What follows belongs to an exercise in optimizing a design on an open flow for small area and a short achievable clock period; a production flow would make more cautious choices. In this exercise RTL edits were held to simulation tests only and were not proved equivalent to the original.

==> flow/design.v, too long to show whole: its modules and the start of the top module <==
// module adder: 13 lines
// module multiplier: 108 lines
// module dividor: 891 lines
// module Verticle_Partition_ALU: 51 lines
module Verticle_Partition_ALU(
input [15:0] A, B,
input [2:0] op,
input clk,
input reset,
output reg [31:0] sol
    );
  // ...
==> flow/flow/run.sh <==
#!/bin/bash
# Standard layout (the standard.sh) with two changes:
#  - repair_timing aims for 71 ns of setup slack instead of 0, so that it
#    sizes the critical paths;
#  - the port buffers are sky130_fd_sc_hd__buf_1 (every port still gets one).
set -e
bash standard.sh SETUP_SLACK_MARGIN=71 "BUFFER_PORTS_ARGS=-buffer_cell sky130_fd_sc_hd__buf_1" finish > standard.log 2>&1
==> flow/standard.sh <==
#!/bin/bash
# synth_recipe.tcl (not shown) runs the flow's synth.tcl, then flattens the netlist and writes it again
# the make line also repeats each setting of config.mk as NAME=value (left out here)
make -C /OpenROAD-flow-scripts/flow DESIGN_CONFIG=/design/flow/config.mk WORK_HOME=/design/flow/orfs CLKGATE_MAP_FILE= SYNTH_SCRIPT=/design/flow/synth_recipe.tcl "${@:-finish}"
==> flow/config.mk <==
export PLATFORM = sky130hd
export DESIGN_NAME = Verticle_Partition_ALU
export DESIGN_NICKNAME = Verticle_Partition_ALU
export VERILOG_FILES = /design/flow/design.v
export SDC_FILE = /design/flow/constraint.sdc
export NUM_CORES = 4
export LEC_CHECK = 0
export CAP_MARGIN = 20
export CORE_MARGIN = 2
export CORE_UTILIZATION = 50
export SLEW_MARGIN = 20
==> flow/constraint.sdc <==
create_clock -name core_clock -period 110.0 [get_ports {clk}]
set_input_delay 22.0000 -clock core_clock [delete_from_list [all_inputs] [get_ports {clk}]]
set_output_delay 22.0000 -clock core_clock [all_outputs]
set_load 0.01 [all_outputs]
==> run_results.csv, run 1 <==
group,metric,value,unit
run_status,status,"no timing/DRC/antenna violations",
final_layout,final_common_cell,"fa_1",
logic_synthesis,ys_seq_area_share,3.24,%
worst_hold_path,min_path_cells,4,
global_route,grt_usage,38.5,%
final_layout,seq_cells,32,
final_layout,finalInstanceArea,22100,sq um
final_layout,syn2layout_area_growth,11.8,%
logic_synthesis,synthCells,2265,
logic_synthesis,synth-xor-area-share,5.27,%
floorplanning,tap_cells,518,
final_layout,buf_share,5.27,%
logic_synthesis,synth_top_area_share,33.8,%
worst_setup_path,critical_path_class,"primary input to flip-flop",
worst_setup_path,end_kind,"flip-flop",
place,post-place-ws,65.99,ns
sta,finalCritPeriodShare,34.9,%
global_route,grt_use_met2,57.8,%
worst_hold_path,min_to,"sol[16]",
drt,drt-met1-wl,32800,um
sta,fin_crit,38.41,ns
final_layout,multi_input_comb_cells,1902,
sta,max_freq,26.0,MHz
sta,tns,0,ns
place,placedInstanceArea,20900,sq um
final_layout,final_util,57.0,%
floorplanning,fp-row-count,72,
floorplanning,die_w,203,um
drt,drt_iter0_drc,1625,
drt,met3WireLength,8030,um
global_route,grt_pass1_vias,18700,
floorplanning,die_h,203,um
final_layout,n_all_buffers,182,
logic_synthesis,ys_ff_latch,32,
logic_synthesis,synth_top_area_cell,"fa_1",
logic_synthesis,synth_edf_count,0,
==> run 2, diff against run 1 <==
--- a/flow/config.mk
+++ b/flow/config.mk
@@ -7,5 +7,5 @@
 export LEC_CHECK = 0
 export CAP_MARGIN = 20
 export CORE_MARGIN = 2
-export CORE_UTILIZATION = 50
+export CORE_UTILIZATION = 40
 export SLEW_MARGIN = 20
==> run 2 against run 1 <==
Effect of this change: hold slack improved by 0.058 ns; area after synthesis unchanged; critical path type unchanged; global-route usage decreased by 7.6 points; count of clock-buffer cells in the layout unchanged; critical path depth increased by 7; wire length increased by 0.53%.
==> run_results.csv, run 2 <==
group,metric,value,unit
run_status,status,"no timing/DRC/antenna violations",
logic_synthesis,syn_avg_cell_area,8.74,sq um
clock_tree,cts_root_buf,"clkbuf_16",
logic_synthesis,ys_top_cells_by_area,"fa_1, ha_1, nand2_1, inv_1, dfxtp_1",
worst_setup_path,critical_path_class,"primary input to flip-flop",
logic_synthesis,synthCells,2265,
sta,maxSlewViolCount,0,
logic_synthesis,synthDistinctLibCells,91,
floorplanning,die_area,51300,sq um
logic_synthesis,synth_common_cells,"fa_1, nand2_1, ha_1, inv_1, nor2_1",
logic_synthesis,synthFlopType,"dfxtp_1",
place,placedInstanceArea,21100,sq um
floorplanning,fp-row-count,81,
global_route,antenna_found_initial,2,
worst_setup_path,path_common_cell,"ha_1",
worst_setup_path,end_kind,"flip-flop",
drt,wl,78800,um
logic_synthesis,ys_ff_latch,32,
worst_hold_path,hp-class,"primary input to flip-flop",
worst_setup_path,critPathMaxFanout,16,
logic_synthesis,synthArstFlopShare,0,%
final_layout,final_common_cell,"fa_1",
final_layout,syn2layout_area_growth,13.5,%
logic_synthesis,synthMuxAreaShare,0.101,%
global_route,overflow,0,
place,hpwl,62100,um
logic_synthesis,synth_top_area_cell,"fa_1",
final_layout,mostFrequentLayoutCells,"fa_1, nand2_1, ha_1",
worst_setup_path,cp_data_arrival_time,38.58,ns
logic_synthesis,syn-num-nets,2888,
drt,drt_iter0_drc,1987,
logic_synthesis,synth_top_family_by_area,"adder cells",
final_layout,largest-register,"sol",
sta,worst_pin_slew,1.03,ns
drt,vias,18500,
sta,hold_viol,0,
global_route,grt_pass1_vias,18400,
drt,via_per_inst,6.05,
logic_synthesis,synth_top_area_share,33.8,%
clock_tree,htreeDepth,2,
final_layout,finalNetCount,3015,
global_route,grt_max_degree,23,
floorplanning,io_pins,69,
final_layout,multi_input_comb_area,18600,sq um
final_layout,final_util,46.0,%
final_layout,finalInstanceArea,22500,sq um
drt,route.detailed.drc,0,
floorplanning,die_h,226,um
drt,antenna_left,0,
logic_synthesis,synth-xor-area-share,5.27,%
clock_tree,clk_pin_slew,0.07,ns
clock_tree,cts_tree,"yes",
logic_synthesis,mappedNetlistArea,19800,sq um
drt,wl_per_cell,25.8,um
final_layout,largest_registers,"sol (32)",
sta,setup_viol,0,
sta,max_slew_margin,30.8,%
sta,tns,0,ns
worst_setup_path,cp_data_required_time,110.17,ns
logic_synthesis,yosys.area_share.simple,14.9,%
global_route,grt_first_pass_wirelength,118000,um
global_route,grt_usage,30.9,%
worst_setup_path,cp-start-kind,"primary input",
drt,first_pass_iters,6,
sta,fin_crit,38.41,ns
sta,hold-worst-slack,22.32,ns
floorplanning,core_region_area,48800,sq um
sta,finalCritPeriodShare,34.9,%
clock_tree,cts_buffer_depth,2,
worst_setup_path,crit_slowest_cell,"or4_1",
clock_tree,cts_buffers,5,
logic_synthesis,yosys_warnings,2,
logic_synthesis,synth_adder_area_share,49.7,%
clock_tree,cts.sinks,32,
place,portBuffers,68,
logic_synthesis,synth_edf_count,0,
logic_synthesis,synth_compound_area_share,20.4,%
place,gp_congestion,1.01,
floorplanning,die_w,226,um
final_layout,final_layout_size_suffix_gt1_share,11.6,%
run,maxCapViolCount,0,
floorplanning,initial_core_util,40.5,%
logic_synthesis,synthMostInstantiatedCell,"fa_1",
final_layout,fillers,4849,
worst_setup_path,cpPeakStageDelay,0.51,ns
final_layout,regArea,641,sq um
sta,max_freq,26.0,MHz
logic_synthesis,ys_seq_area_share,3.24,%
final_layout,largest_reg_flops,32,
sta,rsz0062_at_grt,"no",
-- run 2: cell counts after synthesis --
Identical to the previous run, type by type.
-- run 2: cells by family after synthesis --
family	count (synthesis)
adders and majority gates	586
DFF	32
and+or+nand+nor	626
xor gates and xnor gates	119
muxes	2
AOI/OAI and AO/OA	569
buffers and inverters	331
-- run 2: worst paths after layout --
path	from	end	cells past startpoint
worst min-delay path	op[0]	sol[16]	4
worst max-delay path	B[14]	sol[9]	75
-- run 2: metrics by stage --
stage	std cells	worst slack, ns
2_1_floorplan	2265	71.42
3_3_place_gp	2986	66.62
3_5_place_dp	2987	66.15
4_1_cts	3010	71.02
5_1_grt	3057	70.96
6_report	3057	71.59
-- run 2: final cells by class --
cell class              count  share of cell area (%)
clock buffers               7                   0.679
inverters                 251                    4.33
multi-input cells        1903                    82.7
diodes                      1                  0.0111
well taps                 664                    3.70
flip-flops and latches     32                    2.85
repair buffers            199                    5.73
-- run 2: repair_timing --
action | in CTS | in global routing
buffers inserted | 15 | 46
resized for setup | 78 | 78
hold buffers | 0 | 0
pin swaps | 8 | 20
cloned | 1 | 0
endpoints found under the setup margin | 16 | 16
-- run 2: critical path, delay by kind of cell --
kind	cells	cell delay, ns
compound gates	33	7.03
fa+ha+maj	10	3.32
buf+inv	9	1.82
xor+xnor	1	0.15
simple gates	22	4.22
-- run 2: layer usage --
metal  track usage (%)  part of all wire [%]  vias up
met5                 0                 0.017        -
met4              8.85                   3.3        2
met3              5.30                    10      148
met2              47.1                    43     1010
met1              44.8                    44     9229
li1                  -                     -     8094
==> run 3, diff against run 2 <==
--- a/flow/config.mk
+++ b/flow/config.mk
@@ -5,7 +5,7 @@
 export SDC_FILE = /design/flow/constraint.sdc
 export NUM_CORES = 4
 export LEC_CHECK = 0
-export CAP_MARGIN = 20
+export CAP_MARGIN = 0
 export CORE_MARGIN = 2
-export CORE_UTILIZATION = 40
-export SLEW_MARGIN = 20
+export CORE_UTILIZATION = 60
+export SLEW_MARGIN = 0
==> run 3 against run 2 <==
Effect of this change: global-route usage up 14 points; setup slack worse by 0.065 ns; critical endpoint is now sol[12]; still clean; sequential cell count unchanged; maximum frequency down 0.17%; die area down 33%; cell count down 8.3%.
==> run_results.csv, run 3 <==
group,metric,value,unit
worst_setup_path,crit_slowest_cell,"or4_1",
place,placedInstanceArea,20800,sq um
logic_synthesis,synth_top_area_cell,"fa_1",
floorplanning,fp-row-count,66,
logic_synthesis,synth_top_area_share,33.8,%
worst_setup_path,critPathMaxFanout,12,
floorplanning,io_pins,69,
drt,wl,76800,um
sta,finalCritPeriodShare,35.0,%
worst_setup_path,cp-start-kind,"primary input",
worst_setup_path,end_kind,"flip-flop",
global_route,grt_first_pass_wirelength,115000,um
drt,first_pass_iters,8,
worst_setup_path,path_depth,72,
final_layout,syn2layout_area_growth,10.1,%
run_status,status,"no timing/DRC/antenna violations",
drt,vias,19000,
clock_tree,clk_pin_slew,0.06,ns
place,portBuffers,68,
final_layout,final_layout_size_suffix_gt1_share,9.63,%
sta,setup_viol,0,
logic_synthesis,synthFlopType,"dfxtp_1",
logic_synthesis,syn-num-nets,2888,
logic_synthesis,ys_ff_latch,32,
final_layout,largest-register,"sol",
final_layout,final_cells,2802,
worst_setup_path,cp_data_arrival_time,38.65,ns
drt,wl_per_cell,27.4,um
clock_tree,cts_tree,"yes",
final_layout,largest_registers,"sol (32)",
clock_tree,hold_buffers,0,
clock_tree,cts.sinks,32,
sta,hold_viol,0,
logic_synthesis,synth_edf_count,0,
global_route,grt_max_degree,23,
final_layout,largest_reg_flops,32,
drt,drt_iter0_drc,2050,
logic_synthesis,synth_common_cells,"fa_1, nand2_1, ha_1, inv_1, nor2_1",
worst_setup_path,critPathBufInv,7,
worst_setup_path,cpPeakStageDelay,0.52,ns
logic_synthesis,mappedNetlistArea,19800,sq um
place,gp_congestion,1.08,
run,maxCapViolCount,0,
worst_setup_path,cp_data_required_time,110.17,ns
drt,antenna_left,0,
final_layout,final_common_cell,"fa_1",
worst_hold_path,hp-class,"primary input to flip-flop",
floorplanning,die_h,186,um
sta,setup_ws,71.52,ns
sta,worst_pin_slew,1.27,ns
sta,max_freq,26.0,MHz
sta,max_slew_margin,15.6,%
logic_synthesis,synthArstFlopShare,0,%
place,hpwl,59400,um
sta,tns,0,ns
logic_synthesis,synthMostInstantiatedCell,"fa_1",
drt,route.detailed.drc,0,
logic_synthesis,yosys_warnings,2,
worst_hold_path,min_path_cells,4,
clock_tree,cts_buffers,5,
clock_tree,cts_buffer_depth,2,
final_layout,mostFrequentLayoutCells,"fa_1, nand2_1, ha_1",
logic_synthesis,ys_seq_area_share,3.24,%
global_route,antenna_found_initial,4,
global_route,grt_usage,45.1,%
global_route,grt_pass1_vias,19200,
floorplanning,die_area,34500,sq um
sta,fin_crit,38.48,ns
sta,maxSlewViolCount,0,
final_layout,finalInstanceArea,21800,sq um
global_route,overflow,0,
drt,via_per_inst,6.77,
logic_synthesis,synthCells,2265,
logic_synthesis,ys_top_cells_by_area,"fa_1, ha_1, nand2_1, inv_1, dfxtp_1",
clock_tree,htreeDepth,2,
floorplanning,core_region_area,32500,sq um
final_layout,multi_input_comb_area,18400,sq um
place,post-place-ws,67.01,ns
floorplanning,initial_core_util,60.8,%
floorplanning,die_w,186,um
logic_synthesis,syn_avg_cell_area,8.74,sq um
logic_synthesis,synthDistinctLibCells,91,
final_layout,finalNetCount,2979,
clock_tree,cts_root_buf,"clkbuf_16",
final_layout,regArea,641,sq um
worst_setup_path,critical_path_class,"primary input to flip-flop",
worst_setup_path,path_delay_family,"compound AO/OA/AOI/OAI gates",
worst_setup_path,path_common_cell,"ha_1",
sta,rsz0062_at_grt,"no",
place,dp_cells,2763,
final_layout,fillers,2749,
## run 3: cell counts after synthesis
No cell type changed its count.
## run 3: cells by family (layout without fill, tap and decap cells)
| logic type | after synthesis | after routing | share of synthesized area (%) |
|---|---|---|---|
| fa+ha+maj | 586 | 586 | 49.7 |
| buf+inv | 331 | 423 | 6.37 |
| mux | 2 | 2 | 0.101 |
| compound gates | 569 | 569 | 20.4 |
| other cells | 0 | 3 | 0 |
| xor+xnor | 119 | 119 | 5.27 |
| simple gates | 626 | 626 | 14.9 |
| flops | 32 | 32 | 3.24 |
## run 3: repair_timing
action	CTS	global route
gates resized for setup	73	66
buffers inserted	15	13
pin swaps	8	15
endpoints found under the setup margin	16	16
endpoints found under the hold margin	0	0
## run 3: path summary, 6_finish.rpt
path | end | startpoint
max | sol[12] | B[12]
min | sol[2] | A[2]
## run 3: layer usage
layer	global-route usage [%]	up-vias	routed length, um
met2	71.3	1288	34400
met4	31.0	2	6420
met5	0	-	12
li1	-	8034	-
met1	56.0	9262	28300
met3	8.78	397	7680
## run 3: layout make-up
| class | count | area share, % |
|---|---|---|
| diodes | 3 | 0.0345 |
| clock buffers | 5 | 0.574 |
| clock inverters | 3 | 0.195 |
| inverters | 251 | 4.41 |
| multi-input cells | 1902 | 84.7 |
| flip-flops and latches | 32 | 2.94 |
| well taps | 442 | 2.54 |
| repair buffers | 164 | 4.62 |
## run 3: per-stage QoR
| step | hold WS, ns | util (%) |
|---|---|---|
| 2_1_floorplan | 22.25 | - |
| 3_3_place_gp | 22.39 | 64.0 |
| 5_1_grt | 22.38 | 66.9 |
| 6_report | 22.36 | 67.0 |
| 4_1_cts | 22.34 | 65.8 |
| 3_5_place_dp | 22.39 | 64.0 |
==> run 4, diff against run 3 <==
--- a/flow/config.mk
+++ b/flow/config.mk
@@ -5,7 +5,7 @@
 export SDC_FILE = /design/flow/constraint.sdc
 export NUM_CORES = 4
 export LEC_CHECK = 0
-export CAP_MARGIN = 0
+export CAP_MARGIN = 20
 export CORE_MARGIN = 2
 export CORE_UTILIZATION = 60
-export SLEW_MARGIN = 0
+export SLEW_MARGIN = 20
==> run 4 against run 3 <==
Effect of this change: sequential share of layout area barely moved; hold slack improved by 0.0052 ns; setup slack improved by 0.00060 ns; area after synthesis did not move; sequential cell count did not move; cell count did not move; critical path type unchanged; core utilization barely moved.
==> run_results.csv, run 4 <==
group,metric,value,unit
clock_tree,htreeDepth,2,
logic_synthesis,ys_ff_latch,32,
sta,max_freq,26.0,MHz
drt,vias,18900,
run,maxCapViolCount,0,
place,dp_cells,2763,
final_layout,final_layout_size_suffix_gt1_share,9.67,%
logic_synthesis,synth_top_area_cell,"fa_1",
final_layout,largest_reg_flops,32,
drt,first_pass_iters,7,
final_layout,final_common_cell,"fa_1",
clock_tree,cts.sinks,32,
sta,finalCritPeriodShare,35.0,%
worst_setup_path,path_delay_family,"compound AO/OA/AOI/OAI gates",
clock_tree,clk_pin_slew,0.06,ns
worst_setup_path,cp_data_required_time,110.18,ns
floorplanning,die_area,34500,sq um
sta,setup_viol,0,
drt,antenna_left,0,
final_layout,largest_registers,"sol (32)",
logic_synthesis,synthDistinctLibCells,91,
final_layout,largest-register,"sol",
sta,fin_crit,38.47,ns
worst_setup_path,end_kind,"flip-flop",
global_route,grt_first_pass_wirelength,115000,um
global_route,grt_max_degree,23,
logic_synthesis,synthMostInstantiatedCell,"fa_1",
worst_setup_path,critical_path_class,"primary input to flip-flop",
global_route,overflow,0,
drt,wl,76500,um
worst_setup_path,cpPeakStageDelay,0.48,ns
sta,maxSlewViolCount,0,
logic_synthesis,mappedNetlistArea,19800,sq um
floorplanning,fp-row-count,66,
worst_hold_path,min_path_cells,4,
worst_setup_path,cp_data_arrival_time,38.66,ns
logic_synthesis,synthArstFlopShare,0,%
logic_synthesis,synthCells,2265,
place,portBuffers,68,
logic_synthesis,synth_top_area_share,33.8,%
drt,drt_iter0_drc,1924,
worst_setup_path,crit_slowest_cell,"o41ai_2",
sta,max_slew_margin,20.0,%
floorplanning,die_w,186,um
floorplanning,die_h,186,um
final_layout,mostFrequentLayoutCells,"fa_1, nand2_1, ha_1",
sta,rsz0062_at_grt,"no",
final_layout,finalNetCount,2979,
logic_synthesis,ys_seq_area_share,3.24,%
drt,wl_per_cell,27.3,um
logic_synthesis,synthFlopType,"dfxtp_1",
worst_setup_path,critPathMaxFanout,12,
final_layout,syn2layout_area_growth,10.1,%
place,gp_congestion,1.08,
clock_tree,cts_root_buf,"clkbuf_16",
sta,worst_pin_slew,1.18,ns
worst_setup_path,cp-start-kind,"primary input",
global_route,antenna_found_initial,4,
sta,hold_viol,0,
logic_synthesis,syn-num-nets,2888,
final_layout,fillers,2748,
floorplanning,initial_core_util,60.8,%
drt,route.detailed.drc,0,
logic_synthesis,syn_avg_cell_area,8.74,sq um
sta,tns,0,ns
drt,via_per_inst,6.74,
global_route,grt_pass1_vias,19200,
logic_synthesis,synth_common_cells,"fa_1, nand2_1, ha_1, inv_1, nor2_1",
global_route,grt_usage,45.1,%
logic_synthesis,ys_top_cells_by_area,"fa_1, ha_1, nand2_1, inv_1, dfxtp_1",
worst_setup_path,critPathBufInv,5,
clock_tree,cts_buffers,5,
worst_setup_path,path_depth,68,
run_status,status,"no timing/DRC/antenna violations",
clock_tree,cts_tree,"yes",
floorplanning,io_pins,69,
worst_setup_path,path_common_cell,"ha_1",
final_layout,final_cells,2802,
clock_tree,cts_buffer_depth,2,
floorplanning,core_region_area,32500,sq um
place,hpwl,59400,um
worst_hold_path,hp-class,"primary input to flip-flop",
logic_synthesis,synth_edf_count,0,
logic_synthesis,yosys_warnings,2,
-- run 4: cell counts after synthesis --
Identical to the previous run, type by type.
-- run 4: area by class of cell --
cell class	instances	area, sq um	share of cell area [%]
clock buffers	5	125	0.574
multi-input cells	1902	18400	84.7
diodes	3	7.51	0.0345
well taps	442	553	2.54
flip-flops and latches	32	641	2.94
clock inverters	3	42.5	0.195
repair buffers	164	1010	4.63
inverters	251	961	4.41
-- run 4: timing repair --
item | in CTS | in global routing
pin swaps | 8 | 15
hold buffers | 0 | 0
buffers inserted | 15 | 13
gates resized for setup | 73 | 66
setup endpoints to repair | 16 | 16
hold endpoints to repair | 0 | 0
-- run 4: logic make-up after synthesis --
logic type,Yosys count,share of synthesized area [%]
and+or+nand+nor,626,14.9
adders and majority gates,586,49.7
AOI/OAI and AO/OA,569,20.4
buffers and inverters,331,6.37
xor gates and xnor gates,119,5.27
DFF,32,3.24
muxes,2,0.101
-- run 4: through the flow --
stage | hold WS, ns | cell area [sq um] | utilization (%) | setup WS (ns)
2_1_floorplan | 22.25 | 19800 | - | 71.42
3_3_place_gp | 22.39 | 20800 | 64.0 | 67.56
3_5_place_dp | 22.39 | 20800 | 64.0 | 67.01
4_1_cts | 22.34 | 21400 | 65.8 | 71.00
5_1_grt | 22.38 | 21800 | 66.9 | 70.95
6_report | 22.37 | 21800 | 67.0 | 71.53
-- run 4: metal layers --
layer	routed length [um]	up-vias	global-route usage [%]
met5	27	-	0
met4	6330	4	31.0
met3	7440	382	8.78
met2	34400	1243	71.3
met1	28200	9228	56.0
li1	-	8028	-
-- run 4: final timing paths --
kind,start,end,slack [ns]
min,op[0],sol[16],22.37
max,B[12],sol[10],71.53
==> run 5, diff against run 4 <==
==> flow/flow/run.sh (replaced) <==
#!/bin/bash
# Standard layout (the standard.sh) with two changes:
#  - repair_timing aims for 70 ns of setup slack instead of 0, so that it
#    sizes the critical paths;
#  - the port buffers are sky130_fd_sc_hd__buf_1 (every port still gets one).
set -e
bash standard.sh SETUP_SLACK_MARGIN=70 "BUFFER_PORTS_ARGS=-buffer_cell sky130_fd_sc_hd__buf_1" finish > standard.log 2>&1
==> run 5 against run 4 <==
Effect of this change: maximum frequency fell by 2.3%; hold slack improved by 0.0099 ns; area after synthesis did not move; core utilization fell by 0.66 points; sequential cell count did not move; first-iteration DRC count fell by 5.8%; critical path type unchanged; highest routed layer unchanged.
==> run_results.csv, run 5 <==
group,metric,value,unit
run_status,status,"no timing/DRC/antenna violations",
sta,max_slew_margin,19.9,%
logic_synthesis,synthArstFlopShare,0,%
floorplanning,die_w,186,um
final_layout,mostFrequentLayoutCells,"fa_1, nand2_1, ha_1",
logic_synthesis,syn_avg_cell_area,8.74,sq um
logic_synthesis,ys_ff_latch,32,
logic_synthesis,synthDistinctLibCells,91,
floorplanning,die_area,34500,sq um
final_layout,fillers,2760,
logic_synthesis,synthMostInstantiatedCell,"fa_1",
worst_setup_path,critical_path_class,"primary input to flip-flop",
final_layout,final_layout_size_suffix_gt1_share,8.63,%
floorplanning,die_h,186,um
floorplanning,initial_core_util,60.8,%
drt,wl_per_cell,27.3,um
worst_hold_path,hp-class,"primary input to flip-flop",
worst_setup_path,cp-start-kind,"primary input",
drt,vias,18900,
place,dp_cells,2763,
logic_synthesis,synth_top_area_cell,"fa_1",
clock_tree,cts_buffers,5,
logic_synthesis,syn-num-nets,2888,
sta,maxSlewViolCount,0,
final_layout,final_common_cell,"fa_1",
place,hpwl,59400,um
sta,tns,0,ns
drt,first_pass_iters,6,
drt,drt_iter0_drc,1812,
place,placedInstanceArea,20800,sq um
logic_synthesis,synth_common_cells,"fa_1, nand2_1, ha_1, inv_1, nor2_1",
clock_tree,clk_pin_slew,0.06,ns
global_route,grt_usage,44.9,%
logic_synthesis,synth_edf_count,0,
worst_setup_path,path_common_cell,"ha_1",
sta,hold_viol,0,
place,post-place-ws,67.01,ns
final_layout,largest_reg_flops,32,
clock_tree,cts.sinks,32,
logic_synthesis,yosys_warnings,2,
global_route,grt_pass1_vias,19100,
sta,setup_viol,0,
logic_synthesis,ys_top_cells_by_area,"fa_1, ha_1, nand2_1, inv_1, dfxtp_1",
sta,finalCritPeriodShare,35.8,%
worst_setup_path,critPathMaxFanout,12,
final_layout,final_util,66.3,%
sta,max_freq,25.4,MHz
final_layout,antenna_cells,0,
run,maxCapViolCount,0,
sta,rsz0062_at_grt,"no",
floorplanning,io_pins,69,
final_layout,finalNetCount,2975,
floorplanning,core_region_area,32500,sq um
worst_setup_path,cpPeakStageDelay,0.52,ns
final_layout,finalInstanceArea,21600,sq um
logic_synthesis,synth_top_area_share,33.8,%
global_route,overflow,0,
clock_tree,cts_root_buf,"clkbuf_16",
global_route,grt_max_degree,23,
sta,worst_pin_slew,1.20,ns
final_layout,largest_registers,"sol (32)",
logic_synthesis,synthCells,2265,
worst_setup_path,crit_slowest_cell,"or4_1",
worst_setup_path,end_kind,"flip-flop",
worst_setup_path,cp_data_required_time,110.18,ns
final_layout,largest-register,"sol",
place,gp_congestion,1.08,
place,portBuffers,68,
global_route,grt_first_pass_wirelength,114000,um
drt,antenna_left,0,
global_route,antenna_found_initial,2,
clock_tree,cts_tree,"yes",
logic_synthesis,synthFlopType,"dfxtp_1",
final_layout,final_cells,2795,
worst_setup_path,path_delay_family,"compound AO/OA/AOI/OAI gates",
sta,setup_ws,70.64,ns
worst_setup_path,cp_data_arrival_time,39.54,ns
logic_synthesis,ys_seq_area_share,3.24,%
drt,via_per_inst,6.76,
drt,wl,76400,um
worst_setup_path,critPathBufInv,8,
clock_tree,htreeDepth,2,
floorplanning,fp-row-count,66,
sta,fin_crit,39.36,ns
final_layout,syn2layout_area_growth,9.02,%
clock_tree,cts_buffer_depth,2,
logic_synthesis,mappedNetlistArea,19800,sq um
drt,route.detailed.drc,0,
run 5: tightest hold or removal path, stage by stage:
cell	delay (ns)
buf_1	0.06
buf_4	0.29
a31oi_1	0.16
o221ai_1	0.10
run 5: layout make-up:
| type | count | area [sq um] | area share (%) |
|---|---|---|---|
| Clock buffer | 5 | 125 | 0.580 |
| Clock inverter | 3 | 42.5 | 0.197 |
| Inverter | 251 | 961 | 4.45 |
| Multi-Input combinational cell | 1902 | 18300 | 84.8 |
| Sequential cell | 32 | 641 | 2.97 |
| Tap cell | 442 | 553 | 2.56 |
| Timing Repair Buffer | 160 | 958 | 4.44 |
run 5: kinds of logic after synthesis:
| group | Yosys count | synth area share (%) |
|---|---|---|
| compound gates | 569 | 20.4 |
| xor+xnor | 119 | 5.27 |
| flops | 32 | 3.24 |
| fa+ha+maj | 586 | 49.7 |
| buf+inv | 331 | 6.37 |
| mux | 2 | 0.101 |
| simple gates | 626 | 14.9 |
run 5: worst paths after layout:
check	start	to	slack, ns	depth (start not counted)
setup / recovery	B[14]	sol[10]	70.64	72
hold / removal	A[2]	sol[2]	22.38	4
run 5: through the flow:
stage | hold WS (ns)
floorplan | 22.25
global placement | 22.39
detailed placement | 22.39
CTS | 22.34
global route | 22.38
finish | 22.38
run 5: what timing repair did:
item                       CTS  global route
setup buffers                6            18
pin swaps                    2             7
hold buffers                 0             0
gates resized for setup     48            51
setup endpoints to repair   16            16
run 5: layer usage:
layer / GRT usage [%] / vias up / routed length [um]
met4: 31.1 / 2 / 6500
met3: 8.45 / 377 / 7810
met1: 55.9 / 9275 / 28100
met5: 0 / - / 17
met2: 70.8 / 1232 / 34000
li1: - / 8020 / -
==> run 6, diff against run 5 <==
==> flow/flow/run.sh (replaced) <==
#!/bin/bash
# Standard layout (the standard.sh) with two changes:
#  - repair_timing aims for 72 ns of setup slack instead of 0, so that it
#    sizes the critical paths;
#  - the port buffers are sky130_fd_sc_hd__buf_1 (every port still gets one).
set -e
bash standard.sh SETUP_SLACK_MARGIN=72 "BUFFER_PORTS_ARGS=-buffer_cell sky130_fd_sc_hd__buf_1" finish > standard.log 2>&1
==> run 6 against run 5 <==
Effect of this change: sequential cell count unchanged; hold slack worse by 0.082 ns; design area up 6.4%; via count up 3.2%; wire length up 2.5%; cell count up 2.6%; die area unchanged; setup slack better by 1.4 ns; core utilization up 4.3 points; maximum frequency up 3.8%; critical path type unchanged.
==> run_results.csv, run 6 <==
group,metric,value,unit
run_status,status,"no timing/DRC/antenna violations",
place,portBuffers,68,
sta,tns,0,ns
worst_setup_path,cpPeakStageDelay,0.57,ns
sta,max_freq,26.4,MHz
logic_synthesis,synthArstFlopShare,0,%
global_route,grt_pass1_vias,19400,
sta,setup_viol,0,
final_layout,final_util,70.6,%
drt,first_pass_iters,8,
global_route,grt.busiest_layer,"met2",
worst_setup_path,cp_data_required_time,110.20,ns
logic_synthesis,ys_ff_latch,32,
final_layout,largest_registers,"sol (32)",
logic_synthesis,synthDistinctLibCells,91,
drt,via_per_inst,6.80,
sta,finalCritPeriodShare,34.5,%
final_layout,finalInstanceArea,23000,sq um
global_route,grt_first_pass_wirelength,115000,um
logic_synthesis,syn-num-nets,2888,
sta,rsz0062_at_grt,"yes",
run,maxCapViolCount,0,
clock_tree,cts.sinks,32,
place,placedInstanceArea,20800,sq um
logic_synthesis,synthFlopType,"dfxtp_1",
place,hpwl,59600,um
floorplanning,io_pins,69,
worst_setup_path,cp_data_arrival_time,38.12,ns
final_layout,final_layout_size_suffix_gt1_share,15.5,%
worst_setup_path,path_depth,72,
floorplanning,core_region_area,32500,sq um
global_route,antenna_found_initial,1,
worst_setup_path,crit_end,"sol[11]",
clock_tree,cts_tree,"yes",
worst_setup_path,crit_slowest_cell,"o31ai_1",
floorplanning,die_h,186,um
drt,wl_per_cell,27.3,um
clock_tree,cts_buffer_depth,2,
sta,worst_pin_slew,1.19,ns
global_route,use_met1,58.2,%
final_layout,finalNetCount,3049,
worst_setup_path,path_delay_family,"compound AO/OA/AOI/OAI gates",
clock_tree,clk_pin_slew,0.06,ns
logic_synthesis,synthCells,2265,
final_layout,largest_reg_flops,32,
drt,route.detailed.drc,0,
sta,maxSlewViolCount,0,
drt,antenna_left,0,
global_route,grt_use_met3,12.3,%
final_layout,largest-register,"sol",
global_route,grt_max_degree,23,
worst_setup_path,cp-start-kind,"primary input",
sta,hold-worst-slack,22.29,ns
logic_synthesis,ys_seq_area_share,3.24,%
clock_tree,htreeDepth,2,
logic_synthesis,synth_common_cells,"fa_1, nand2_1, ha_1, inv_1, nor2_1",
worst_setup_path,crit_start,"B[7]",
worst_setup_path,critical_path_class,"primary input to flip-flop",
sta,max_slew_margin,20.1,%
sta,hold_viol,0,
global_route,grt_use_met2,68.7,%
logic_synthesis,ys_top_cells_by_area,"fa_1, ha_1, nand2_1, inv_1, dfxtp_1",
drt,drt_iter0_drc,2292,
worst_setup_path,critPathBufInv,11,
logic_synthesis,syn_avg_cell_area,8.74,sq um
floorplanning,die_area,34500,sq um
sta,fin_crit,37.92,ns
logic_synthesis,synthMostInstantiatedCell,"fa_1",
final_layout,syn2layout_area_growth,16.0,%
floorplanning,initial_core_util,60.8,%
worst_hold_path,hp-class,"primary input to flip-flop",
floorplanning,die_w,186,um
worst_setup_path,end_kind,"flip-flop",
logic_synthesis,synth_top_area_cell,"fa_1",
final_layout,final_cells,2869,
global_route,grt_usage,45.4,%
worst_setup_path,critPathMaxFanout,12,
final_layout,final_common_cell,"fa_1",
place,dp_cells,2758,
logic_synthesis,synth_top_area_share,33.8,%
clock_tree,cts_root_buf,"clkbuf_16",
logic_synthesis,yosys_warnings,2,
logic_synthesis,mappedNetlistArea,19800,sq um
drt,wl,78300,um
floorplanning,fp-row-count,66,
place,post-place-ws,66.30,ns
global_route,overflow,0,
worst_setup_path,path_common_cell,"buf_4",
drt,vias,19500,
logic_synthesis,synth_edf_count,0,
clock_tree,cts_buffers,5,
sta,setup_ws,72.08,ns
place,gp_congestion,1.04,
final_layout,mostFrequentLayoutCells,"fa_1, nand2_1, inv_1",
run 6: cell counts after synthesis:
Identical to the previous run, type by type.
run 6: layer usage:
metal	wire (um)	vias up	share of wire, %
met4	6300	0	8.0
met1	29000	9516	37
li1	-	8166	-
met5	0	-	0
met2	33000	1424	42
met3	10000	414	13
run 6: cells by family (layout without fill, tap and decap cells):
family                   count (synthesis)  after routing  synth area share (%)
buffers and inverters                  331            490                  6.37
other                                    0              1                     0
multiplexers                             2              2                 0.101
adder cells (fa/ha/maj)                586            586                  49.7
XOR/XNOR                               119            119                  5.27
AND/OR/NAND/NOR                        626            626                  14.9
AO/OA/AOI/OAI                          569            571                  20.4
flip-flops                              32             32                  3.24
run 6: area by class of cell:
type                       instances  area [sq um]
antenna                            1          2.50
clock buffer                       7           153
fill                            2656          9580
inverter                         251           968
multi-input combinational       1904         19000
sequential                        32           641
tap                              442           553
timing repair buffer             232          1620
run 6: timing repair:
| item | CTS | global route |
|---|---|---|
| hold endpoints to repair | 0 | 0 |
| resized for setup | 146 | 116 |
| pin swaps | 24 | 43 |
| gates cloned | 1 | 2 |
| setup buffers | 30 | 70 |
| setup endpoints to repair | 16 | 16 |
| hold buffers | 0 | 0 |
run 6: worst min path at each step:
stage               slack (ns)       to  startpoint  cells after the start
finish                   22.29  sol[16]       op[0]                      4
global route             22.31  sol[16]       op[0]                      4
CTS                      22.26  sol[16]       op[0]                      4
detailed placement       22.39  sol[22]     sol[22]                      1
global placement         22.39  sol[24]     sol[24]                      1
floorplan                22.25  sol[16]       op[0]                      3

-- static timing again, ports no longer ideal --
Ports are ideal in the flow. The routed layouts listed here were re-timed in OpenROAD.
Step 1 assumes that a clkbuf_16 drives the clock port and a buf_2 every other input.
Step 2 moves the port delays by t, midway between the first and last clock arrival at a register: inputs arrive t later, outputs are due t later. That takes back most of the time a late clock gives input paths.
Slacks: ideal ports / drivers / drivers and shift; pairs: ideal ports / drivers.
| run | shift t [ns] | setup WS [ns] | worst setup path after step 2 | latest minus earliest clock arrival (ns) | worst register clock-pin slew, ns |
|---|---|---|---|---|---|
| run 1 | 0.325 | 71.588 / 71.602 / 71.277 | input to register | 0.007 / 0.007 | 0.06 / 0.06 |
| run 2 | 0.330 | 71.589 / 71.609 / 71.279 | input to register | 0.016 / 0.016 | 0.07 / 0.07 |
| run 3 | 0.316 | 71.525 / 71.526 / 71.210 | input to register | 0.008 / 0.008 | 0.06 / 0.06 |
| run 4 | 0.316 | 71.525 / 71.526 / 71.210 | input to register | 0.009 / 0.008 | 0.06 / 0.06 |
| run 5 | 0.317 | 70.638 / 70.641 / 70.324 | input to register | 0.008 / 0.008 | 0.06 / 0.06 |
| run 6 | 0.310 | 72.085 / 72.094 / 71.783 | input to register | 0.010 / 0.011 | 0.06 / 0.06 |
After both steps every run listed still meets setup and hold.
